Source: an optimization exercise on an open RTL-to-GDS flow (aim: small area and a short achievable clock period). Production flows keep margins and buffers that such runs may drop.
Only simulation tests tie the RTL to the original design; equivalence was not proved.
No activity file was given, so power comes from the tool's default toggle rates.

--- run.sh ---
#!/bin/bash
# synth_recipe.tcl (not shown) runs the flow's synth.tcl, then flattens the netlist and writes it again
# the make line also repeats each setting of config.mk as NAME=value (left out here)
make -C /OpenROAD-flow-scripts/flow DESIGN_CONFIG=/design/flow/config.mk WORK_HOME=/design/flow/orfs CLKGATE_MAP_FILE= SYNTH_SCRIPT=/design/flow/synth_recipe.tcl finish
--- config.mk ---
export PLATFORM = sky130hd
export DESIGN_NAME = decode
export DESIGN_NICKNAME = decode
export VERILOG_FILES = /design/flow/design.v
export SDC_FILE = /design/flow/constraint.sdc
export NUM_CORES = 4
export LEC_CHECK = 0
export ABC_CLOCK_PERIOD_IN_PS = 2500
export CAP_MARGIN = 20
export CORE_MARGIN = 2
export CORE_UTILIZATION = 65
export PLACE_DENSITY = 0.75
export SETUP_SLACK_MARGIN = 3.6
export SLEW_MARGIN = 20
--- constraint.sdc ---
create_clock -name core_clock -period 6.0 [get_ports {clk}]
set_input_delay 1.2000 -clock core_clock [delete_from_list [all_inputs] [get_ports {clk}]]
set_output_delay 1.2000 -clock core_clock [all_outputs]
set_load 0.01 [all_outputs]
--- design.v ---
module decode(
	clk,
	rst_n,
	data_in,
	data_out
	);
	input clk;
	input rst_n;
	input [1:0] data_in;	 
	output reg data_out;
	reg [4:0] m;
	reg [3:0] dec;
	reg [5:0] p0, p1, p2, p3;
	reg [15:0] lf;
	reg old;	 
	wire clr = (lf == 16'h1a00);
	wire [15:0] lf_nx = {lf[14:0], lf[15]^lf[13]^lf[12]^lf[10]^clr};
	wire [6:0] q0 = {dec[0] ? p2 : p0, dec[0]};
	wire [6:0] q1 = {dec[1] ? p2 : p0, dec[1]};
	wire [6:0] q2 = {dec[2] ? p3 : p1, dec[2]};
	wire [6:0] q3 = {dec[3] ? p3 : p1, dec[3]};
	reg [8:0] tn0, tn1, tn2, tn3;
	always @(*) begin
		case (m)
			5'd0: begin tn0 = {5'd6, 4'b1010}; tn1 = {5'd7, 4'b1000}; tn2 = {5'd7, 4'b0100}; tn3 = {5'd6, 4'b1001}; end
			5'd6: begin tn0 = {5'd3, 4'b0010}; tn1 = {5'd9, 4'b1000}; tn2 = {5'd11, 4'b0100}; tn3 = {5'd5, 4'b0001}; end
			5'd7: begin tn0 = {5'd5, 4'b1110}; tn1 = {5'd11, 4'b1011}; tn2 = {5'd9, 4'b0111}; tn3 = {5'd3, 4'b1101}; end
			5'd3: begin tn0 = {5'd24, 4'b1010}; tn1 = {5'd0, 4'b1000}; tn2 = {5'd0, 4'b0100}; tn3 = {5'd16, 4'b1001}; end
			5'd9: begin tn0 = {5'd16, 4'b1010}; tn1 = {5'd0, 4'b1011}; tn2 = {5'd0, 4'b0111}; tn3 = {5'd24, 4'b1001}; end
			5'd11: begin tn0 = {5'd0, 4'b1110}; tn1 = {5'd17, 4'b1000}; tn2 = {5'd25, 4'b0100}; tn3 = {5'd0, 4'b1101}; end
			5'd5: begin tn0 = {5'd0, 4'b0010}; tn1 = {5'd25, 4'b1000}; tn2 = {5'd17, 4'b0100}; tn3 = {5'd0, 4'b0001}; end
			5'd24: begin tn0 = {5'd28, 4'b0000}; tn1 = {5'd4, 4'b1000}; tn2 = {5'd8, 4'b0100}; tn3 = {5'd20, 4'b0000}; end
			5'd16: begin tn0 = {5'd12, 4'b0010}; tn1 = {5'd27, 4'b1000}; tn2 = {5'd21, 4'b0000}; tn3 = {5'd30, 4'b0001}; end
			5'd17: begin tn0 = {5'd30, 4'b1110}; tn1 = {5'd21, 4'b1011}; tn2 = {5'd27, 4'b1111}; tn3 = {5'd12, 4'b1101}; end
			5'd25: begin tn0 = {5'd20, 4'b1110}; tn1 = {5'd8, 4'b1011}; tn2 = {5'd4, 4'b0111}; tn3 = {5'd28, 4'b1101}; end
			5'd28: begin tn0 = {5'd2, 4'b1000}; tn1 = {5'd6, 4'b1000}; tn2 = {5'd6, 4'b0100}; tn3 = {5'd14, 4'b1000}; end
			5'd4: begin tn0 = {5'd6, 4'b0010}; tn1 = {5'd9, 4'b1000}; tn2 = {5'd11, 4'b0100}; tn3 = {5'd6, 4'b0001}; end
			5'd8: begin tn0 = {5'd3, 4'b1010}; tn1 = {5'd7, 4'b1000}; tn2 = {5'd7, 4'b0100}; tn3 = {5'd5, 4'b1001}; end
			5'd20: begin tn0 = {5'd7, 4'b0010}; tn1 = {5'd31, 4'b1000}; tn2 = {5'd15, 4'b0000}; tn3 = {5'd7, 4'b0001}; end
			5'd12: begin tn0 = {5'd6, 4'b1110}; tn1 = {5'd11, 4'b1000}; tn2 = {5'd9, 4'b0100}; tn3 = {5'd6, 4'b1101}; end
			5'd27: begin tn0 = {5'd14, 4'b1010}; tn1 = {5'd6, 4'b1011}; tn2 = {5'd6, 4'b0111}; tn3 = {5'd2, 4'b1001}; end
			5'd21: begin tn0 = {5'd7, 4'b1110}; tn1 = {5'd15, 4'b1000}; tn2 = {5'd31, 4'b1100}; tn3 = {5'd7, 4'b1101}; end
			5'd30: begin tn0 = {5'd5, 4'b1010}; tn1 = {5'd7, 4'b1011}; tn2 = {5'd7, 4'b0111}; tn3 = {5'd3, 4'b1001}; end
			5'd2: begin tn0 = {5'd2, 4'b0000}; tn1 = {5'd10, 4'b1000}; tn2 = {5'd26, 4'b0100}; tn3 = {5'd14, 4'b0000}; end
			5'd14: begin tn0 = {5'd1, 4'b0010}; tn1 = {5'd31, 4'b0000}; tn2 = {5'd15, 4'b0000}; tn3 = {5'd13, 4'b0001}; end
			5'd31: begin tn0 = {5'd14, 4'b1111}; tn1 = {5'd26, 4'b1011}; tn2 = {5'd10, 4'b0111}; tn3 = {5'd2, 4'b1111}; end
			5'd15: begin tn0 = {5'd13, 4'b1110}; tn1 = {5'd15, 4'b1111}; tn2 = {5'd31, 4'b1111}; tn3 = {5'd1, 4'b1101}; end
			5'd10: begin tn0 = {5'd3, 4'b0010}; tn1 = {5'd19, 4'b1000}; tn2 = {5'd23, 4'b0000}; tn3 = {5'd5, 4'b0001}; end
			5'd26: begin tn0 = {5'd29, 4'b0000}; tn1 = {5'd9, 4'b1000}; tn2 = {5'd11, 4'b0100}; tn3 = {5'd22, 4'b0000}; end
			5'd1: begin tn0 = {5'd5, 4'b1110}; tn1 = {5'd23, 4'b1011}; tn2 = {5'd19, 4'b1111}; tn3 = {5'd3, 4'b1101}; end
			5'd13: begin tn0 = {5'd22, 4'b1110}; tn1 = {5'd11, 4'b1011}; tn2 = {5'd9, 4'b0111}; tn3 = {5'd29, 4'b1101}; end
			5'd19: begin tn0 = {5'd16, 4'b0010}; tn1 = {5'd4, 4'b1011}; tn2 = {5'd8, 4'b0111}; tn3 = {5'd24, 4'b0001}; end
			5'd23: begin tn0 = {5'd12, 4'b1110}; tn1 = {5'd17, 4'b1000}; tn2 = {5'd25, 4'b0100}; tn3 = {5'd30, 4'b1101}; end
			5'd29: begin tn0 = {5'd24, 4'b1110}; tn1 = {5'd8, 4'b1000}; tn2 = {5'd4, 4'b0100}; tn3 = {5'd16, 4'b1101}; end
			5'd22: begin tn0 = {5'd30, 4'b0010}; tn1 = {5'd25, 4'b1011}; tn2 = {5'd17, 4'b0111}; tn3 = {5'd12, 4'b0001}; end
			default: begin tn0 = {5'd0, 4'b0000}; tn1 = tn0; tn2 = tn0; tn3 = tn0; end
		endcase
	end
	reg [8:0] tn;
	always @(*)
		case (data_in)
			2'd0: tn = tn0;
			2'd1: tn = tn1;
			2'd2: tn = tn2;
			default: tn = tn3;
		endcase
	wire [4:0] mn = tn[8:4];
	wire [3:0] dn = tn[3:0];
	reg [7:0] sl;
	always @(*) begin
		case (m)
			5'd0: sl = {2'd2, 2'd3, 2'd1, 2'd0};
			5'd6: sl = {2'd0, 2'd1, 2'd1, 2'd0};
			5'd7: sl = {2'd2, 2'd3, 2'd3, 2'd2};
			5'd3: sl = {2'd0, 2'd0, 2'd0, 2'd0};
			5'd9: sl = {2'd2, 2'd2, 2'd2, 2'd2};
			5'd11: sl = {2'd2, 2'd3, 2'd3, 2'd0};
			5'd5: sl = {2'd2, 2'd1, 2'd1, 2'd0};
			5'd24: sl = {2'd0, 2'd0, 2'd0, 2'd0};
			5'd16: sl = {2'd0, 2'd1, 2'd1, 2'd0};
			5'd17: sl = {2'd2, 2'd3, 2'd3, 2'd2};
			5'd25: sl = {2'd2, 2'd2, 2'd2, 2'd2};
			5'd28: sl = {2'd0, 2'd0, 2'd0, 2'd0};
			5'd4: sl = {2'd2, 2'd1, 2'd1, 2'd0};
			5'd8: sl = {2'd0, 2'd3, 2'd1, 2'd0};
			5'd20: sl = {2'd1, 2'd1, 2'd1, 2'd1};
			5'd12: sl = {2'd2, 2'd3, 2'd3, 2'd0};
			5'd27: sl = {2'd2, 2'd2, 2'd2, 2'd2};
			5'd21: sl = {2'd3, 2'd3, 2'd3, 2'd3};
			5'd30: sl = {2'd2, 2'd3, 2'd1, 2'd2};
			5'd2: sl = {2'd0, 2'd0, 2'd0, 2'd0};
			5'd14: sl = {2'd1, 2'd1, 2'd1, 2'd1};
			5'd31: sl = {2'd2, 2'd2, 2'd2, 2'd2};
			5'd15: sl = {2'd3, 2'd3, 2'd3, 2'd3};
			5'd10: sl = {2'd0, 2'd1, 2'd1, 2'd0};
			5'd26: sl = {2'd0, 2'd1, 2'd1, 2'd0};
			5'd1: sl = {2'd2, 2'd3, 2'd3, 2'd2};
			5'd13: sl = {2'd2, 2'd3, 2'd3, 2'd2};
			5'd19: sl = {2'd2, 2'd2, 2'd2, 2'd2};
			5'd23: sl = {2'd0, 2'd3, 2'd3, 2'd0};
			5'd29: sl = {2'd0, 2'd0, 2'd0, 2'd0};
			5'd22: sl = {2'd2, 2'd1, 2'd1, 2'd2};
			default: sl = 8'd0;
		endcase
	end
	wire [3:0] b8 = {q3[6], q2[6], q1[6], q0[6]};
	wire [3:0] cand = {b8[sl[7:6]], b8[sl[5:4]], b8[sl[3:2]], b8[sl[1:0]]};
	always @(posedge clk or negedge rst_n)
		if (!rst_n) begin
			lf <= 16'h3400;
			old <= 1'b0;
			m <= 5'd0;
			data_out <= 1'b0;
		end else begin
			lf <= lf_nx;
			old <= ~clr & (old | lf[7]);
			m <= clr ? 5'd0 : mn;
			data_out <= ~clr & old & cand[data_in];
		end
	always @(posedge clk) begin
		dec <= dn;
		p0 <= q0[5:0];
		p1 <= q1[5:0];
		p2 <= q2[5:0];
		p3 <= q3[5:0];
	end
endmodule
==> impl_metrics.ini, run 1 <==
[placed_design]
io_buffers = 4
post_dp_cell_area_um2 = 3330
place_inst = 423
gp_congestion = 0.972
dp_hpwl_um = 5740
dp_slack_ns = 2.67

[grt]
grt_pass1_wl_um = 13600
track_usage = 0.323
grt_overflow = 0
grt_max_degree = 67
first_global_vias = 2652
antenna_found_initial = 0

[power_and_ir_drop]
p_leak_nw = 1.45
vdd_drop_max_uv = 359
power_density_nw_per_um2 = 647
finalPower_mw = 2.39

[detailed_routing]
post_drt_wl_per_cell_um = 20.6
vias = 3124
wl_um = 9280
firstDrtPassIters = 6
antenna_left = 0
drc = 0
drt_iter0_drc = 457
detail_route.vias_per_cell = 6.93

[final_layout]
final_common_cell = nand2_1
layout_common_cells = nand2_1 (35), o21ai_0 (30), dfxtp_1 (28)
fin_cells = 451
num_antenna_cells = 0
multi_input_area_um2 = 2070
area_growth_pct = 11.5
design_area_um2 = 3700
fillers = 396
drive_gt1_frac = 0.228
seq_area_um2 = 1150
layout.nets = 397

[critical_path]
r2r_cells = 8
arrival_ns = 2.58
cp-startpoint = m[1]$_DFF_PN0_
worstSetupPathType = register to register
r2r_start = m[1]$_DFF_PN0_
cpPeakStageDelay_ns = 0.55
start_kind = register
critical_path.slowest_cell = dfrtp_4
critPathMaxFanout = 5
rr_endpoint = data_out$_DFF_PN0_
crit_end = data_out$_DFF_PN0_
cp_data_required_time_ns = 6.20
worstSetupEndpointType = register
worstPathCellList = inv_6 -> ha_4 -> or3b_4 -> a31oi_4 -> mux2i_1 -> mux2_4 -> a21oi_2 -> and4b_1
reg2reg_setup_slack_ns = 3.62

[logic_synthesis]
synth_top_family_by_area = compound AO/OA/AOI/OAI gates
ys_ff_latch = 51
synthCells = 379
synth_mux_area_frac = 0.132
synth_edf_count = 0
synth-xor-area-share = 0.0106
synth_flop_cell = dfxtp_1
synth_cell_type_count = 64
synth-compound-area-share = 0.238
netlist_top_cells_area = dfxtp_1 (17%), dfrtp_1 (15%), mux2_2 (7.5%)
syn_avg_cell_area_um2 = 8.76
synth_top_area_cell = dfxtp_1
yosysWarnings = 1
ys_async_sr_fraction = 0.451
yosysSeqAreaShare = 0.343
yosys.area.top_type_share = 0.169
synthAdderAreaFrac = 0.0490
syn_area_um2 = 3320
syn_nets = 396
synthSimpleGateAreaFrac = 0.170

[clock_network]
cts_max_level = 2
clock_tree.root_cell = clkbuf_8
cts_made_buffers = 5
cts_buffer_depth = 2
insertion_delay_ns = 0.30
cts.sinks = 51
clkTransAtPathRegs_ns = 0.09
cts_tree = built

[die]
rows = 26
die_h_um = 75.5
initial_utilization = 0.663
io-pin-count = 5
core-area_um2 = 5010
die-area_um2 = 5690
die_width_um = 75.5

[sta]
tightest_slew_ns = 0.706
fmax_mhz = 420
layout_min_cycle_time_ns = 2.38
setup_ws_ns = 3.62
final-hold-violation-count = 0
fin_crit_sh = 0.397
fin_skew_ns = 0.00870
slew_viol_final = 0
setup_viol = 0
rsz0062_at_grt = true
setup_tns_ns = 0
slew_headroom = 0.524

[flow_run]
maxCapViolations = 0

[run_status]
status = finished clean

[worst_hold_path]
min_path_type = register to register
-- Yosys cell counts, types with 3 or more instances --
cell type   n
a311oi_1    5
or3_1       3
o21ai_0    31
a211oi_1   12
nor2b_1     6
and3_1      3
a31oi_1     6
nor2_1     23
dfstp_2     3
a2111oi_0   4
dfrtp_1    20
inv_1       8
mux2_2     22
o211ai_1    7
xnor2_1     3
ha_1       13
nor3_1      6
clkbuf_1   12
nand2b_1   11
buf_2      17
dfxtp_1    28
o22ai_1     5
nand3_1     8
nand2_1    35
a21oi_1    24
mux2i_1    13
-- layout make-up --
type | count | share of cell area
clock buffers | 7 | 0.0264
flip-flops and latches | 51 | 0.310
inverters | 10 | 0.0149
well taps | 70 | 0.0237
multi-input cells | 285 | 0.559
clock inverters | 1 | 0.00203
repair inverters | 1 | 0.00135
repair buffers | 26 | 0.0625
-- worst min path at each step --
stage,start,slack (ns),to,cells after the start
2_1_floorplan,dec[0]$_DFF_P_,0.33,p0[0]$_DFF_P_,0
3_3_place_gp,lf[9]$_DFF_PN0_,0.35,lf[10]$_DFF_PN1_,0
3_5_place_dp,lf[11]$_DFF_PN0_,0.36,lf[12]$_DFF_PN1_,0
4_1_cts,lf[11]$_DFF_PN0_,0.38,lf[12]$_DFF_PN1_,0
5_1_grt,lf[9]$_DFF_PN0_,0.38,lf[10]$_DFF_PN1_,0
6_report,lf[9]$_DFF_PN0_,0.37,lf[10]$_DFF_PN1_,0
-- per-stage QoR --
| step | hold WS (ns) | utilization |
|---|---|---|
| 2_1_floorplan | 0.326 | - |
| 3_3_place_gp | 0.351 | 0.666 |
| 3_5_place_dp | 0.355 | 0.666 |
| 4_1_cts | 0.377 | 0.720 |
| 5_1_grt | 0.377 | 0.739 |
| 6_report | 0.375 | 0.739 |
-- critical path: cells and delay by family (launching register included) --
| kind | cells | cell delay (ns) |
|---|---|---|
| multiplexers | 2 | 0.59 |
| AND/OR/NAND/NOR | 2 | 0.58 |
| flip-flops | 1 | 0.55 |
| AO/OA/AOI/OAI | 2 | 0.34 |
| adder cells (fa/ha/maj) | 1 | 0.13 |
| buffers and inverters | 1 | 0.09 |
-- power breakdown --
part           total [mW]  switching, mW  internal (mW)  leakage, nW
clock network       0.219          0.111          0.108       0.0496
logic                1.60          0.915          0.681        0.866
registers           0.580          0.111          0.469        0.532
total                2.39           1.14           1.26         1.45
-- logic make-up (layout without fill, tap and decap cells) --
kind of cell               Yosys count  after routing
AOI/OAI and AO/OA                  118            118
and+or+nand+nor                    112            112
DFF                                 51             51
buffers and inverters               43             45
muxes                               38             38
adders and majority gates           13             13
xor gates and xnor gates             4              4
-- what timing repair did --
action                                  4_1_cts  5_1_grt
resized for setup                            18       18
hold buffers                                  0        0
pin swaps                                     1        3
endpoints found under the setup margin       10        5
gates cloned                                  1        0
setup buffers                                13        6
-- sequential cells by signal, indices dropped and copies added (netlist names) --
register / cells
p1: 6
dec: 4
data_out: 1
old: 1
p3: 6
p2: 6
lf: 16
p0: 6
m: 5
-- metal layers --
layer | global-route usage | part of all wire | vias up | routed length, µm
li1 | - | - | 1401 | -
met1 | 0.463 | 0.41 | 1437 | 3830
met2 | 0.475 | 0.44 | 226 | 4090
met3 | 0.0926 | 0.11 | 60 | 1010
met4 | 0.0975 | 0.038 | 0 | 348
met5 | 0 | 0 | - | 0
==> run 2, diff against run 1 <==
--- a/config.mk
+++ b/config.mk
@@ -10,5 +10,5 @@
 export CORE_MARGIN = 2
 export CORE_UTILIZATION = 65
 export PLACE_DENSITY = 0.75
-export SETUP_SLACK_MARGIN = 3.6
+export SETUP_SLACK_MARGIN = 4.0
 export SLEW_MARGIN = 20
==> run 2 against run 1 <==
  * Fmax grew 1.9%
  * Sequential power grew 1%
  * Final area grew 6.6%
  * Routed wire length grew 7.7%
  * First-iteration DRC count grew 29%
  * Area after synthesis is the same
  * Still clean
  * Utilization grew 4.9 points
  * Global-route usage grew 3.8 points
  * Critical path type unchanged
  * Clock skew grew 0.00089 ns
  * Register-to-register slack gained 0.04 ns
  * Synthesized cell count is the same
  * Worst setup slack gained 0.044 ns
==> impl_metrics.ini, run 2 <==
[final_layout]
layout.nets = 408
fillers = 355
layout_common_cells = nand2_1 (34), buf_4 (29), dfxtp_1 (28)
num_antenna_cells = 0
final_common_cell = nand2_1
largest_reg_flops = 16
area_growth_pct = 18.9
top_register = lf
drive_gt1_frac = 0.309
design_area_um2 = 3950
fin_cells = 462
utilization = 0.788

[logic_synthesis]
synth.most_common_cell = nand2_1
syn_nets = 396
yosysWarnings = 1
yosysSeqAreaShare = 0.343
ys_ff_latch = 51
synthCells = 379
synth_edf_count = 0
syn_area_um2 = 3320
syn_avg_cell_area_um2 = 8.76
yosys.area.top_type_share = 0.169
netlist_top_cells_area = dfxtp_1 (17%), dfrtp_1 (15%), mux2_2 (7.5%)
ys_async_sr_fraction = 0.451
synth_flop_cell = dfxtp_1
synth_cell_type_count = 64
synth_top_area_cell = dfxtp_1
synth_common_cells = nand2_1 (35), o21ai_0 (31), dfxtp_1 (28)

[clock_network]
clock_tree.root_cell = clkbuf_8
postCtsHoldBufs = 0
cts_tree = built
cts_max_level = 2
clkTransAtPathRegs_ns = 0.10
insertion_delay_ns = 0.32
cts_buffer_depth = 2
cts_made_buffers = 5
cts.sinks = 51

[grt]
met1_usage = 0.514
first_global_vias = 2886
antenna_found_initial = 0
track_usage = 0.361
grt_overflow = 0
grtUsageMet3 = 0.0886
use_met2 = 0.537
grt_pass1_wl_um = 15000
grt_busiest_layer = met2
grt_max_degree = 66

[worst_hold_path]
min_from = lf[9]$_DFF_PN0_
min_path_type = register to register
whs_path_depth = 0

[sta]
rsz0062_at_grt = true
slew_viol_final = 0
setup_tns_ns = 0
timing.hold.ws_ns = 0.385
fmax_mhz = 428
setup_viol = 0
tightest_slew_ns = 0.556
fin_crit_sh = 0.389
fin_skew_ns = 0.00959
final-hold-violation-count = 0
slew_headroom = 0.627
setup_ws_ns = 3.66
layout_min_cycle_time_ns = 2.34

[die]
die_width_um = 75.5
initial_utilization = 0.663
die-area_um2 = 5690
die_h_um = 75.5
core-area_um2 = 5010
rows = 26
io-pin-count = 5

[detailed_routing]
wl_um = 10000
drt_iter0_drc = 588
detail_route.vias_per_cell = 6.93
post_drt_wl_per_cell_um = 21.6
vias = 3201
firstDrtPassIters = 5
antenna_left = 0
drc = 0

[critical_path]
critical_path.slowest_cell = dfrtp_4
critPathMaxFanout = 4
cp_data_required_time_ns = 6.21
start_kind = register
cp-startpoint = m[1]$_DFF_PN0_
worstSetupEndpointType = register
arrival_ns = 2.55
worstPathCellList = inv_8 -> ha_4 -> or3b_4 -> a31oi_4 -> mux2i_2 -> mux2_4 -> a21oi_2 -> and4b_1
r2r_cells = 8
worstSetupPathType = register to register
r2r_start = m[1]$_DFF_PN0_
cpPeakStageDelay_ns = 0.54

[placed_design]
post_dp_cell_area_um2 = 3400
dp_slack_ns = 2.66
io_buffers = 4
dp_hpwl_um = 5830
place_inst = 423
gp_congestion = 1.00

[power_and_ir_drop]
finalPower_mw = 2.58
p_leak_nw = 1.55
power_density_nw_per_um2 = 653
vdd_drop_max_uv = 390

[run_status]
status = finished clean

[flow_run]
maxCapViolations = 0
==> run 2: cell counts after synthesis <==
No cell type changed its count.
==> run 2: report_power, final <==
| group | total, mW | internal, mW | switching [mW] | leakage, nW |
|---|---|---|---|---|
| combinational | 1.78 | 0.788 | 0.991 | 0.967 |
| sequential | 0.586 | 0.470 | 0.116 | 0.531 |
| clock | 0.213 | 0.0943 | 0.119 | 0.0474 |
==> run 2: final cells by class <==
type | instances | area, µm² | share of cell area
flip-flops and latches | 51 | 1150 | 0.291
inverters | 10 | 83.8 | 0.0212
clock inverters | 2 | 16.3 | 0.00412
repair buffers | 37 | 304 | 0.0770
well taps | 70 | 87.6 | 0.0222
repair inverters | 1 | 5.00 | 0.00127
multi-input cells | 285 | 2220 | 0.562
clock buffers | 6 | 82.6 | 0.0209
==> run 2: worst paths after layout <==
path                                      end  slack (ns)
min reg2reg                  lf[10]$_DFF_PN1_        0.39
min                          lf[10]$_DFF_PN1_        0.39
max in group asynchronous      m[0]$_DFF_PN0_        4.74
max reg2reg                data_out$_DFF_PN0_        3.66
max                        data_out$_DFF_PN0_        3.66
min in group asynchronous  data_out$_DFF_PN0_        0.85
==> run 2: repair_timing <==
item                                    4_1_cts  5_1_grt
hold endpoints to repair                      0        0
endpoints found under the setup margin       31       11
resized for setup                            45       29
setup buffers                                20       10
pin swaps                                     5       10
gates cloned                                  1        0
==> run 2: metal layers <==
metal | share of wire | routed length (µm) | up-vias
met2 | 0.45 | 4460 | 230
met1 | 0.41 | 4050 | 1509
met4 | 0.034 | 341 | 0
met3 | 0.11 | 1140 | 42
met5 | 0 | 0 | -
li1 | - | - | 1420
==> run 2: critical path: cells and delay by family, from the launching register on <==
family                     cells  cell delay [ns]
DFF                            1             0.54
buffers and inverters          1             0.07
adders and majority gates      1             0.12
and+or+nand+nor                2             0.58
muxes                          2             0.59
AOI/OAI and AO/OA              2             0.32
==> run 2: logic make-up (layout without fill, tap and decap cells) <==
logic type | after synthesis | count (layout) | share of synthesized area
xor+xnor | 4 | 4 | 0.0106
simple gates | 112 | 112 | 0.170
buf+inv | 43 | 56 | 0.0573
fa+ha+maj | 13 | 13 | 0.0490
flops | 51 | 51 | 0.343
mux | 38 | 38 | 0.132
compound gates | 118 | 118 | 0.238
==> run 3, diff against run 2 <==
--- a/config.mk
+++ b/config.mk
@@ -10,5 +10,5 @@
 export CORE_MARGIN = 2
 export CORE_UTILIZATION = 65
 export PLACE_DENSITY = 0.75
-export SETUP_SLACK_MARGIN = 4.0
+export SETUP_SLACK_MARGIN = 4.3
 export SLEW_MARGIN = 20
==> run 3 against run 2 <==
  * Global-route usage decreased by 0.79 points
  * Critical path type unchanged
  * Synthesized cell count is the same
  * First-iteration DRC count increased by 7.5%
  * Fmax is 0.34% lower
  * Largest power group unchanged
  * Sequential share of layout area is 1.7 points lower
  * Clock power is 11% higher
  * Flip-flop and latch count is the same
  * Register-to-register slack barely moved
  * Clock skew down 0.0050 ns
  * Non-clock buffer count is 11 higher
  * Largest cell class unchanged
==> impl_metrics.ini, run 3 <==
[run_status]
status = finished clean

[power_and_ir_drop]
vdd_drop_max_uv = 365
power_density_nw_per_um2 = 678
finalPower_mw = 2.83
p_leak_nw = 1.65

[sta]
fin_crit_sh = 0.391
rsz0062_at_grt = true
slew_viol_final = 0
final-hold-violation-count = 0
fin_skew_ns = 0.00461
fmax_mhz = 427
setup_viol = 0
slew_headroom = 0.616
tightest_slew_ns = 0.576
setup_tns_ns = 0
layout_min_cycle_time_ns = 2.34

[logic_synthesis]
synth-compound-area-share = 0.238
synth_cell_type_count = 64
yosysSeqAreaShare = 0.343
synth_mux_area_frac = 0.132
yosysWarnings = 1
syn_nets = 396
ys_ff_latch = 51
synthAdderAreaFrac = 0.0490
syn_area_um2 = 3320
netlist_top_cells_area = dfxtp_1 (17%), dfrtp_1 (15%), mux2_2 (7.5%)
synthSimpleGateAreaFrac = 0.170
yosys.area.top_type_share = 0.169
synth.most_common_cell = nand2_1
synthCells = 379
synth_flop_cell = dfxtp_1
synth_common_cells = nand2_1 (35), o21ai_0 (31), dfxtp_1 (28)
synth_top_area_cell = dfxtp_1
ys_async_sr_fraction = 0.451
synth-xor-area-share = 0.0106
syn_avg_cell_area_um2 = 8.76
synth_edf_count = 0
synth_top_family_by_area = compound AO/OA/AOI/OAI gates

[worst_hold_path]
whs_path_depth = 0
min_from = lf[11]$_DFF_PN0_
min_path_type = register to register

[clock_network]
cts_max_level = 2
cts_buffer_depth = 2
cts.sinks = 51
cts_tree = built
clkTransAtPathRegs_ns = 0.09
postCtsHoldBufs = 0
insertion_delay_ns = 0.30
cts_made_buffers = 5
clock_tree.root_cell = clkbuf_8

[final_layout]
drive_gt1_frac = 0.358
fillers = 295
layout_common_cells = nand2_1 (31), buf_4 (30), dfxtp_1 (28)
final_common_cell = nand2_1
layout.nets = 418
largest_reg_flops = 16
top_register = lf
num_antenna_cells = 0
area_growth_pct = 25.9

[die]
die_h_um = 75.5
rows = 26
initial_utilization = 0.663
core-area_um2 = 5010
io-pin-count = 5
die_width_um = 75.5
die-area_um2 = 5690

[grt]
antenna_found_initial = 0
grt_max_degree = 53
first_global_vias = 2982
grt_pass1_wl_um = 15000
track_usage = 0.353
grt_overflow = 0

[placed_design]
io_buffers = 4
dp_hpwl_um = 5640
gp_congestion = 1.03

[detailed_routing]
detail_route.vias_per_cell = 7.11
drt_iter0_drc = 632
antenna_left = 0
firstDrtPassIters = 7
post_drt_wl_per_cell_um = 22.7
vias = 3354
wl_um = 10700
drc = 0

[critical_path]
r2r_cells = 10
rr_endpoint = m[2]$_DFF_PN0_
cp_data_required_time_ns = 6.25
critPathMaxFanout = 5
start_kind = register
crit_end = m[2]$_DFF_PN0_
r2r_start = m[0]$_DFF_PN0_
worstSetupPathType = register to register
cp-startpoint = m[0]$_DFF_PN0_
reg2reg_setup_slack_ns = 3.66
arrival_ns = 2.59
worstSetupEndpointType = register

[flow_run]
maxCapViolations = 0
## run 3: area by class of cell
class,count,area (µm²),area share
Clock buffer,5,68.8,0.0165
Multi-Input combinational cell,285,2270,0.544
Sequential cell,51,1150,0.275
Clock inverter,3,43.8,0.0105
Inverter,10,80.1,0.0192
Tap cell,70,87.6,0.0210
Timing Repair Buffer,48,478,0.114
## run 3: worst min path at each step
stage                             to  slack, ns
detailed placement  lf[10]$_DFF_PN1_       0.36
global route        lf[12]$_DFF_PN1_       0.39
CTS                 lf[10]$_DFF_PN1_       0.38
floorplan              p0[0]$_DFF_P_       0.33
global placement    lf[10]$_DFF_PN1_       0.35
finish              lf[12]$_DFF_PN1_       0.38
## run 3: repair_timing
item / 4_1_cts / 5_1_grt
setup endpoints to repair: 35 / 11
cloned: 1 / 1
pin swaps: 5 / 13
resized for setup: 60 / 32
setup buffers: 21 / 17
## run 3: kinds of logic (layout without fill, tap and decap cells)
| group | after synthesis | after routing |
|---|---|---|
| compound gates | 118 | 118 |
| xor+xnor | 4 | 4 |
| fa+ha+maj | 13 | 13 |
| buf+inv | 43 | 66 |
| flops | 51 | 51 |
| mux | 38 | 38 |
| simple gates | 112 | 112 |
## run 3: metal layers
| metal | wire length [µm] | vias to the layer above | global-route usage |
|---|---|---|---|
| li1 | - | 1443 | - |
| met1 | 4190 | 1556 | 0.478 |
| met2 | 4610 | 281 | 0.526 |
| met3 | 1380 | 74 | 0.107 |
| met4 | 554 | 0 | 0.152 |
| met5 | 0 | - | 0 |
## run 3: power breakdown
group / internal, mW / total (mW) / switching, mW
combinational: 0.925 / 2.00 / 1.08
sequential: 0.470 / 0.597 / 0.128
clock: 0.124 / 0.237 / 0.113
## run 3: per-stage QoR
stage	utilization	hold WS, ns	setup slack [ns]	area (µm²)	std cells
after CTS	0.777	0.376	3.65	3890	454
final	0.834	0.376	3.66	4180	472
after detailed placement	0.687	0.356	2.60	3440	424
after floorplan	-	0.326	3.66	3510	379
after global placement	0.687	0.350	2.66	3440	424
after global routing	0.834	0.385	3.54	4180	472
## run 3: critical path: stages, from the launching register on
cell and delay [ns]:
dfrtp_4 0.47, clkinvlp_4 0.15, buf_6 0.16, ha_4 0.18
buf_4 0.14, nor2b_1 0.21, o21ai_0 0.12, a221oi_1 0.36
a31oi_1 0.12, a21oi_1 0.23, o31a_1 0.16
==> run 4, diff against run 3 <==
==> flow/run.sh (new file) <==
#!/bin/bash
# Layout flow: the standard flow, except that synthesis leaves half and
# full adders to abc as plain logic (no ADDER_MAP_FILE) instead of
# extracting them into adder cells.
set -euo pipefail
bash standard.sh ADDER_MAP_FILE= finish > make_finish.log 2>&1
==> standard.sh (new file) <==
#!/bin/bash
# synth_recipe.tcl (not shown) runs the flow's synth.tcl, then flattens the netlist and writes it again
# the make line also repeats each setting of config.mk as NAME=value (left out here)
make -C /OpenROAD-flow-scripts/flow DESIGN_CONFIG=/design/flow/config.mk WORK_HOME=/design/flow/orfs CLKGATE_MAP_FILE= SYNTH_SCRIPT=/design/flow/synth_recipe.tcl "${@:-finish}"
--- a/config.mk
+++ b/config.mk
@@ -5,10 +5,11 @@
 export SDC_FILE = /design/flow/constraint.sdc
 export NUM_CORES = 4
 export LEC_CHECK = 0
+export ABC_AREA = 1
 export ABC_CLOCK_PERIOD_IN_PS = 2500
 export CAP_MARGIN = 20
 export CORE_MARGIN = 2
 export CORE_UTILIZATION = 65
 export PLACE_DENSITY = 0.75
-export SETUP_SLACK_MARGIN = 4.3
+export SETUP_SLACK_MARGIN = 3.6
 export SLEW_MARGIN = 20
removed: run.sh
==> run 4 against run 3 <==
  * Clock power barely moved
  * Global-route usage shrank 3.3 points
  * Fmax decreased by 0.91%
  * Largest cell class unchanged
  * Highest routed layer unchanged
==> impl_metrics.ini, run 4 <==
[sta]
rsz0062_at_grt = false
final-hold-violation-count = 0
fin_crit_sh = 0.394
setup_viol = 0
layout_min_cycle_time_ns = 2.37
setup_ws_ns = 3.63
fmax_mhz = 423
setup_tns_ns = 0
fin_skew_ns = 0.00478
slew_headroom = 0.387
tightest_slew_ns = 0.916
timing.hold.ws_ns = 0.381
slew_viol_final = 0

[logic_synthesis]
yosys.area.top_type_share = 0.196
yosysSeqAreaShare = 0.399
synthCells = 423
netlist_top_cells_area = dfxtp_1 (20%), dfrtp_1 (18%), nand2_1 (17%)
syn_area_um2 = 2850
ys_ff_latch = 51
synth_common_cells = nand2_1 (132), nand3_1 (45), nor2_1 (43)
synth_edf_count = 0
synth_cell_type_count = 34
syn_avg_cell_area_um2 = 6.75
yosysWarnings = 1
synth_flop_cell = dfxtp_1
ys_async_sr_fraction = 0.451
synth_top_area_cell = dfxtp_1
syn_nets = 427
synth.most_common_cell = nand2_1

[detailed_routing]
detail_route.vias_per_cell = 6.10
vias = 2874
post_drt_wl_per_cell_um = 16.0
drt_iter0_drc = 307
wl_um = 7530
firstDrtPassIters = 6
drc = 0
antenna_left = 0

[power_and_ir_drop]
pwr-share-comb = 0.536
pwr-share-seq = 0.331
power_density_nw_per_um2 = 614
vdd_drop_max_uv = 421
p_leak_nw = 1.43
clock_power_share = 0.132
internal_power_uw = 875
switchingPower_uw = 941
sw_frac_of_total = 0.518

[critical_path]
arrival_ns = 2.58
worstSetupPathType = input pin to register
cp_data_required_time_ns = 6.22
worstSetupEndpointType = register
start_kind = input pin
critPathMaxFanout = 5
r2r_cells = 10
reg2reg_setup_slack_ns = 3.67
cp-startpoint = data_in[0]
r2r_start = m[4]$_DFF_PN0_
rr_endpoint = data_out$_DFF_PN0_

[grt]
antenna_found_initial = 0
track_usage = 0.321
first_global_vias = 2617
grt_overflow = 0
grt_pass1_wl_um = 12400
grt_max_degree = 32

[die]
initial_utilization = 0.665
io-pin-count = 5
die_width_um = 70.3
rows = 24
die_h_um = 70.3
die-area_um2 = 4940
core-area_um2 = 4290

[flow_run]
maxCapViolations = 0

[clock_network]
cts.sinks = 51
cts_tree = built
postCtsHoldBufs = 0
cts_max_level = 2
cts_buffer_depth = 2
insertion_delay_ns = 0.30
clock_tree.root_cell = clkbuf_8
clkTransAtPathRegs_ns = 0.08
cts_made_buffers = 5

[placed_design]
dp_slack_ns = 3.22
gp_congestion = 1.07
place_inst = 463
dp_hpwl_um = 5470
io_buffers = 4

[worst_hold_path]
whs_path_depth = 0
min_from = lf[0]$_DFF_PN0_
min_path_type = register to register
holdPathEnd = lf[1]$_DFF_PN0_

[final_layout]
drive_gt1_frac = 0.0644
fin_cells = 471
utilization = 0.689
area_growth_pct = 3.68
largest_reg_flops = 16
fillers = 365
layout.nets = 422
layout_common_cells = nand2_1 (131), nand3_1 (45), nor2_1 (42)
num_antenna_cells = 0
top_register = lf
final_common_cell = nand2_1

[run_status]
status = finished clean
## run 4: cell count changes after synthesis, moves of 11 or more
| cell | delta |
|---|---|
| nand2b_1 | -11 |
| mux2i_1 | -13 |
| inv_1 | +27 |
| buf_2 | -12 |
| a211oi_1 | -12 |
| mux2_2 | -22 |
| nor2_1 | +20 |
| ha_1 | -13 |
| nand3_1 | +37 |
| nand2_1 | +97 |
## run 4: cells by family (layout without fill, tap and decap cells)
| kind of cell | Yosys count | in the layout | share of synthesized area |
|---|---|---|---|
| AND/OR/NAND/NOR | 236 | 236 | 0.346 |
| AO/OA/AOI/OAI | 76 | 76 | 0.145 |
| XOR/XNOR | 3 | 3 | 0.00921 |
| flip-flops | 51 | 51 | 0.399 |
| buffers and inverters | 57 | 53 | 0.100 |
## run 4: worst max-delay path by stage
stage          cells past startpoint             end  slack, ns
2_1_floorplan                      7  m[2]$_DFF_PN0_       4.01
3_3_place_gp                       7  m[0]$_DFF_PN0_       3.35
3_5_place_dp                       7  m[0]$_DFF_PN0_       3.22
4_1_cts                            7  m[0]$_DFF_PN0_       3.63
5_1_grt                            1        data_out       3.60
6_report                           7  m[4]$_DFF_PN0_       3.63
## run 4: power by group through the flow
stage / clock network, mW / logic, mW / registers [mW]
after global placement: 0 / 0.927 / 0.600
after detailed placement: 0 / 0.919 / 0.601
after CTS: 0.246 / 0.927 / 0.595
after global routing: 0.257 / 1.08 / 0.618
after floorplan: 0 / 0.837 / 0.497
final: 0.240 / 0.975 / 0.602
## run 4: stage by stage
step                      cell area (µm²)  power, mW
final                                2960       1.82
after global routing                 2960       1.95
after CTS                            2950       1.77
after detailed placement             2830       1.52
after global placement               2830       1.53
after floorplan                      2850       1.33
## run 4: layout make-up
type	instances	area, µm²	area share
Multi-Input combinational cell	315	1430	0.485
Sequential cell	51	1140	0.385
Inverter	40	153	0.0516
Clock buffer	6	82.6	0.0279
Tap cell	52	65.1	0.0220
Timing Repair Buffer	5	50.0	0.0169
Clock inverter	2	35.0	0.0118
## run 4: repair_timing
action / in CTS / in global routing
resized for setup: 2 / 3
hold endpoints to repair: 0 / 0
setup endpoints to repair: 3 / 5
buffers inserted: 0 / 0
## run 4: critical path: stages
cell,delay [ns]
clkdlybuf4s50_1,0.56
nand2_1,0.20
nor2_1,0.22
nand3_1,0.11
nand3_1,0.09
nor2_1,0.04
a21oi_1,0.16
## run 4: metal layers
layer	GRT usage	share of wire
met5	0	0
met4	0.175	0.060
met3	0.0404	0.087
met2	0.517	0.45
met1	0.417	0.40
==> run 5, diff against run 4 <==
--- a/config.mk
+++ b/config.mk
@@ -5,7 +5,6 @@
 export SDC_FILE = /design/flow/constraint.sdc
 export NUM_CORES = 4
 export LEC_CHECK = 0
-export ABC_AREA = 1
 export ABC_CLOCK_PERIOD_IN_PS = 2500
 export CAP_MARGIN = 20
 export CORE_MARGIN = 2
==> run 5 against run 4 <==
  * Still clean on timing, DRC and antenna
  * Fmax up 1.8%
  * Final area rose by 6.8%
  * Clock skew increased by 0.0024 ns
  * Count of clock-buffer cells in the layout shrank 1
  * Critical path depth stayed put
  * Die area is 5.7% higher
  * Total power rose by 5.4%
  * Hold slack better by 0.0011 ns
  * Critical endpoint is now data_out$_DFF_PN0_
  * Largest cell class unchanged
==> impl_metrics.ini, run 5 <==
[run_status]
status = finished clean

[detailed_routing]
drc = 0
detail_route.vias_per_cell = 6.99
antenna_left = 0
wl_um = 7510
firstDrtPassIters = 5
post_drt_wl_per_cell_um = 19.1
drt_iter0_drc = 528
vias = 2747

[sta]
fin_crit_sh = 0.387
final-hold-violation-count = 0
setup_viol = 0
slew_viol_final = 0
rsz0062_at_grt = true
slew_headroom = 0.656
fmax_mhz = 431
fin_skew_ns = 0.00720
layout_min_cycle_time_ns = 2.32
setup_tns_ns = 0
tightest_slew_ns = 0.516
timing.hold.ws_ns = 0.383

[final_layout]
utilization = 0.716
layout.nets = 344
top_register = lf
drive_gt1_frac = 0.147
layout_common_cells = nand2_1 (32), a21oi_1 (31), o21ai_0 (29)
area_growth_pct = 4.42
num_antenna_cells = 0
final_common_cell = nand2_1
largest_reg_flops = 16

[grt]
first_global_vias = 2439
use_met2 = 0.439
grtUsageMet3 = 0.0694
track_usage = 0.306
grt_pass1_wl_um = 12500
grt_max_degree = 48
grt_overflow = 0
antenna_found_initial = 0
met1_usage = 0.466
grt_busiest_layer = met1

[clock_network]
postCtsHoldBufs = 0
cts_max_level = 2
cts_tree = built
clkTransAtPathRegs_ns = 0.10
cts_buffer_depth = 2
clock_tree.root_cell = clkbuf_8
insertion_delay_ns = 0.31
cts.sinks = 51
cts_made_buffers = 5

[logic_synthesis]
yosysSeqAreaShare = 0.376
synthCells = 353
synth_top_area_cell = dfxtp_1
synth_cell_type_count = 63
ys_async_sr_fraction = 0.451
synth_edf_count = 0
synth_flop_cell = dfxtp_1
synth-xor-area-share = 0.0116
synth.most_common_cell = nand2_1
synthAdderAreaFrac = 0
syn_nets = 357
netlist_top_cells_area = dfxtp_1 (19%), dfrtp_1 (17%), mux2_2 (7.4%)
synth_common_cells = nand2_1 (32), a21oi_1 (31), o21ai_0 (30)
syn_area_um2 = 3030
synth_top_family_by_area = compound AO/OA/AOI/OAI gates
synth-compound-area-share = 0.274
syn_avg_cell_area_um2 = 8.58
yosysWarnings = 1
synthSimpleGateAreaFrac = 0.189
yosys.area.top_type_share = 0.185
ys_ff_latch = 51
synth_mux_area_frac = 0.0843

[power_and_ir_drop]
pwr-share-comb = 0.595
vdd_drop_max_uv = 307
sw_frac_of_total = 0.476
internal_power_mw = 1.00
finalPower_mw = 1.92
power_density_nw_per_um2 = 606
clock_power_share = 0.107
pwr-share-seq = 0.298
switchingPower_uw = 912
p_leak_nw = 1.29

[critical_path]
critical_path.slowest_cell = dfrtp_2
cp_data_required_time_ns = 6.22
arrival_ns = 2.54
worstSetupEndpointType = register
worstSetupPathType = register to register
critPathMaxFanout = 44
start_kind = register
worstPathCellList = buf_6 -> a21oi_1 -> o21a_1 -> a211oi_1 -> mux2i_1 -> o211ai_1 -> nor4_1
cpPeakStageDelay_ns = 0.49

[die]
io-pin-count = 5
die_width_um = 72.3
rows = 24
initial_utilization = 0.686
core-area_um2 = 4410
die-area_um2 = 5220
die_h_um = 72.3

[flow_run]
maxCapViolations = 0

[worst_hold_path]
min_path_type = register to register

[placed_design]
io_buffers = 4
dp_hpwl_um = 4960
gp_congestion = 0.968
==> run 5: stage by stage <==
stage / area [µm²] / cells / setup slack (ns)
after floorplan: 3030 / 353 / 3.79
after global placement: 3000 / 383 / 2.95
after detailed placement: 3000 / 383 / 2.96
after CTS: 3160 / 393 / 3.60
after global routing: 3160 / 393 / 3.50
final: 3160 / 393 / 3.68
==> run 5: path summary, 6_finish.rpt <==
check | depth (start not counted) | slack (ns) | end | start
setup / recovery | 7 | 3.68 | data_out$_DFF_PN0_ | m[2]$_DFF_PN0_
hold / removal | 0 | 0.38 | lf[12]$_DFF_PN1_ | lf[11]$_DFF_PN0_
setup reg to reg | 7 | 3.68 | data_out$_DFF_PN0_ | m[2]$_DFF_PN0_
hold reg to reg | 0 | 0.38 | lf[12]$_DFF_PN1_ | lf[11]$_DFF_PN0_
max in group asynchronous | 1 | 4.78 | m[4]$_DFF_PN0_ | rst_n
min in group asynchronous | 1 | 0.85 | lf[14]$_DFF_PN0_ | rst_n
==> run 5: kinds of logic (layout without fill, tap and decap cells) <==
family | Yosys count | in the layout
AOI/OAI and AO/OA | 128 | 128
and+or+nand+nor | 109 | 109
DFF | 51 | 51
buffers and inverters | 38 | 26
muxes | 23 | 23
xor gates and xnor gates | 4 | 4
==> run 5: layer usage <==
| metal | wire length, µm | vias up |
|---|---|---|
| met1 | 3380 | 1264 |
| met4 | 160 | 0 |
| met5 | 0 | - |
| met2 | 3130 | 174 |
| met3 | 847 | 23 |
| li1 | - | 1286 |
==> run 5: layout make-up <==
class | count | area, µm²
inverter | 6 | 26.3
sequential | 51 | 1140
fill | 351 | 1250
tap | 52 | 65.1
multi-input combinational | 264 | 1700
clock buffer | 5 | 68.8
timing repair buffer | 12 | 136
clock inverter | 3 | 22.5
==> run 5: critical path: cells and delay by family (launching register included) <==
family | cells | cell delay (ns)
AO/OA/AOI/OAI | 4 | 0.87
flip-flops | 1 | 0.49
buffers and inverters | 1 | 0.31
AND/OR/NAND/NOR | 1 | 0.28
multiplexers | 1 | 0.26
==> run 5: repair_timing <==
| action | in CTS | in global routing |
|---|---|---|
| setup buffers | 1 | 0 |
| setup endpoints to repair | 9 | 5 |
| cloned | 1 | 0 |
| resized for setup | 10 | 6 |
==> run 5: power by group through the flow <==
stage	sequential, mW	clock [mW]	combinational (mW)
2_1_floorplan	0.514	0	0.943
3_3_place_gp	0.566	0	1.08
3_5_place_dp	0.574	0	1.07
4_1_cts	0.568	0.206	1.09
5_1_grt	0.585	0.222	1.24
6_report	0.571	0.205	1.14
==> run 6, diff against run 5 <==
--- a/config.mk
+++ b/config.mk
@@ -5,10 +5,10 @@
 export SDC_FILE = /design/flow/constraint.sdc
 export NUM_CORES = 4
 export LEC_CHECK = 0
-export ABC_CLOCK_PERIOD_IN_PS = 2500
+export ABC_CLOCK_PERIOD_IN_PS = 1500
 export CAP_MARGIN = 20
 export CORE_MARGIN = 2
 export CORE_UTILIZATION = 65
 export PLACE_DENSITY = 0.75
-export SETUP_SLACK_MARGIN = 3.6
+export SETUP_SLACK_MARGIN = 3.9
 export SLEW_MARGIN = 20
==> run 6 against run 5 <==
  * Still clean
  * Flip-flop and latch count stayed put
  * Area after synthesis stayed put
  * Total power is 7.8% higher
  * Sequential share of layout area is 2.3 points lower
  * Non-clock buffer count is 12 higher
  * Final area is 6.7% higher
  * Synthesized cell count stayed put
  * Global-route usage is 2.0 points higher
  * Die area stayed put
  * Routed wire length is 6.8% higher
  * Critical path depth stayed put
  * Combinational power is 11% higher
  * Highest routed layer unchanged
==> impl_metrics.ini, run 6 <==
[die]
initial_utilization = 0.686
io-pin-count = 5
rows = 24
die_width_um = 72.3
die_h_um = 72.3
core-area_um2 = 4410
die-area_um2 = 5220

[critical_path]
arrival_ns = 2.31
cp_data_required_time_ns = 6.21
worstPathCellList = buf_4 -> nand2b_2 -> o22ai_1 -> a211oi_1 -> mux2i_1 -> nor3_1 -> nor4_1
start_kind = register
critical_path.slowest_cell = buf_4
cpPeakStageDelay_ns = 0.34
critical_path_buf_inv_count = 1
critPathTopFamily = simple AND/OR/NAND/NOR gates
worstSetupEndpointType = register
critPathMaxFanout = 36
worstSetupPathType = register to register
reg2reg_setup_slack_ns = 3.90

[logic_synthesis]
syn_avg_cell_area_um2 = 8.58
synth_common_cells = nand2_1 (32), a21oi_1 (31), o21ai_0 (30)
synth.most_common_cell = nand2_1
netlist_top_cells_area = dfxtp_1 (19%), dfrtp_1 (17%), mux2_2 (7.4%)
syn_nets = 357
ys_async_sr_fraction = 0.451
synth_top_area_cell = dfxtp_1
yosys.area.top_type_share = 0.185
syn_area_um2 = 3030
synth_flop_cell = dfxtp_1
synth_cell_type_count = 63
yosysWarnings = 1
synth_edf_count = 0
synthCells = 353
ys_ff_latch = 51
yosysSeqAreaShare = 0.376

[clock_network]
clock_tree.root_cell = clkbuf_8
insertion_delay_ns = 0.31
cts.sinks = 51
postCtsHoldBufs = 0
cts_made_buffers = 5
cts_max_level = 2
clkTransAtPathRegs_ns = 0.09
cts_tree = built
cts_buffer_depth = 2

[final_layout]
layout_common_cells = nand2_1 (32), a21oi_1 (30), dfxtp_1 (28)
drive_gt1_frac = 0.207
fillers = 312
num_antenna_cells = 0
final_common_cell = nand2_1
layout.nets = 356
top_register = lf
largest_reg_flops = 16
area_growth_pct = 11.4
utilization = 0.764

[sta]
setup_tns_ns = 0
tightest_slew_ns = 0.528
fin_crit_sh = 0.351
layout_min_cycle_time_ns = 2.10
slew_headroom = 0.648
fmax_mhz = 475
setup_viol = 0
rsz0062_at_grt = true
fin_skew_ns = 0.00889
final-hold-violation-count = 0
slew_viol_final = 0

[detailed_routing]
drt_iter0_drc = 440
firstDrtPassIters = 6
wl_um = 8020
drc = 0
antenna_left = 0
post_drt_wl_per_cell_um = 19.8
detail_route.vias_per_cell = 7.01
vias = 2838

[grt]
antenna_found_initial = 0
grt_overflow = 0
track_usage = 0.326
first_global_vias = 2702
grt_max_degree = 54
grt_pass1_wl_um = 13300

[flow_run]
maxCapViolations = 0

[power_and_ir_drop]
p_leak_nw = 1.37
vdd_drop_max_uv = 345
power_density_nw_per_um2 = 612

[placed_design]
dp_hpwl_um = 5010
gp_congestion = 0.947
io_buffers = 4

[run_status]
status = finished clean

[worst_hold_path]
min_path_type = register to register
## run 6: cell counts after synthesis
No cell type changed its count.
## run 6: path summary, 6_finish.rpt
kind,start,end,cells past startpoint
setup / recovery,m[3]$_DFF_PN0_,data_out$_DFF_PN0_,7
hold / removal,lf[11]$_DFF_PN0_,lf[12]$_DFF_PN1_,0
setup reg to reg,m[3]$_DFF_PN0_,data_out$_DFF_PN0_,7
hold reg to reg,lf[11]$_DFF_PN0_,lf[12]$_DFF_PN1_,0
max in group asynchronous,rst_n,m[4]$_DFF_PN0_,1
min in group asynchronous,rst_n,m[3]$_DFF_PN0_,1
## run 6: area by class of cell
class                           instances  area (µm²)  share of cell area
Inverter                                6        30.0             0.00890
Clock buffer                            5        68.8              0.0204
Timing Repair Buffer                   24         269              0.0797
Sequential cell                        51        1140               0.338
Tap cell                               52        65.1              0.0193
Clock inverter                          3        42.5              0.0126
Multi-Input combinational cell        264        1760               0.521
## run 6: stage by stage
| step | hold WS (ns) | worst slack (ns) | area [µm²] | power [mW] | instances |
|---|---|---|---|---|---|
| finish | 0.379 | 3.90 | 3370 | 2.06 | 405 |
| floorplan | 0.329 | 3.91 | 3030 | 1.46 | 353 |
| detailed placement | 0.357 | 2.98 | 3000 | 1.65 | 383 |
| global placement | 0.359 | 3.02 | 3000 | 1.65 | 383 |
| global route | 0.397 | 3.82 | 3370 | 2.19 | 405 |
| CTS | 0.379 | 3.89 | 3290 | 1.95 | 400 |
## run 6: logic make-up (layout without fill, tap and decap cells)
kind of cell,after synthesis,in the layout,synth area share
muxes,23,23,0.0843
DFF,51,51,0.376
AOI/OAI and AO/OA,128,128,0.274
buffers and inverters,38,38,0.0649
and+or+nand+nor,109,109,0.189
xor gates and xnor gates,4,4,0.0116
## run 6: what timing repair did
item,CTS,global route
resized for setup,36,12
gates cloned,2,0
buffers inserted,7,5
endpoints found under the setup margin,31,7
pin swaps,4,2
## run 6: report_power, final
group	internal [mW]	switching [mW]
Clock	0.124	0.114
Combinational	0.523	0.750
Sequential	0.464	0.0899
Total	1.11	0.954
## run 6: per-layer routing
metal  part of all wire  global-route usage  vias up
li1                   -                   -     1316
met1               0.43               0.449     1299
met3               0.11               0.110       27
met5                  0                   0        -
met2               0.43               0.479      196
met4              0.026               0.113        0

-- separate check: timing with driven ports --
The results above use ideal ports. As a check the final layouts listed here were re-extracted and re-timed, cells and wires unchanged.
Step 1, drivers: a clkbuf_16 drives clk and a buf_2 each remaining input, both assumed.
Step 2, shift: input delay + t, output delay - t, t = (earliest + latest rising clock arrival at the registers) / 2. This alone moves slack from input paths to output paths.
Slacks: ideal ports / drivers / drivers and shift; pairs: ideal ports / drivers.
| run | t (ns) | slack for setup (ns) | clock arrival spread, ns | slew at the worst register clock pin (ns) |
|---|---|---|---|---|
| run 1 | 0.326 | 3.620 / 3.596 / 3.461 | 0.009 / 0.009 | 0.09 / 0.09 |
| run 2 | 0.340 | 3.664 / 3.664 / 3.611 | 0.010 / 0.010 | 0.10 / 0.10 |
| run 3 | 0.327 | 3.656 / 3.656 / 3.581 | 0.004 / 0.005 | 0.09 / 0.09 |
| run 4 | 0.324 | 3.635 / 3.626 / 3.309 | 0.005 / 0.005 | 0.09 / 0.09 |
| run 5 | 0.330 | 3.677 / 3.677 / 3.381 | 0.007 / 0.007 | 0.10 / 0.10 |
| run 6 | 0.330 | 3.896 / 3.889 / 3.559 | 0.009 / 0.009 | 0.09 / 0.09 |
After both steps every run listed still meets setup and hold. The setup slack of run 6, which loses most, moves by -0.007 ns with the drivers and by -0.337 ns with both steps.
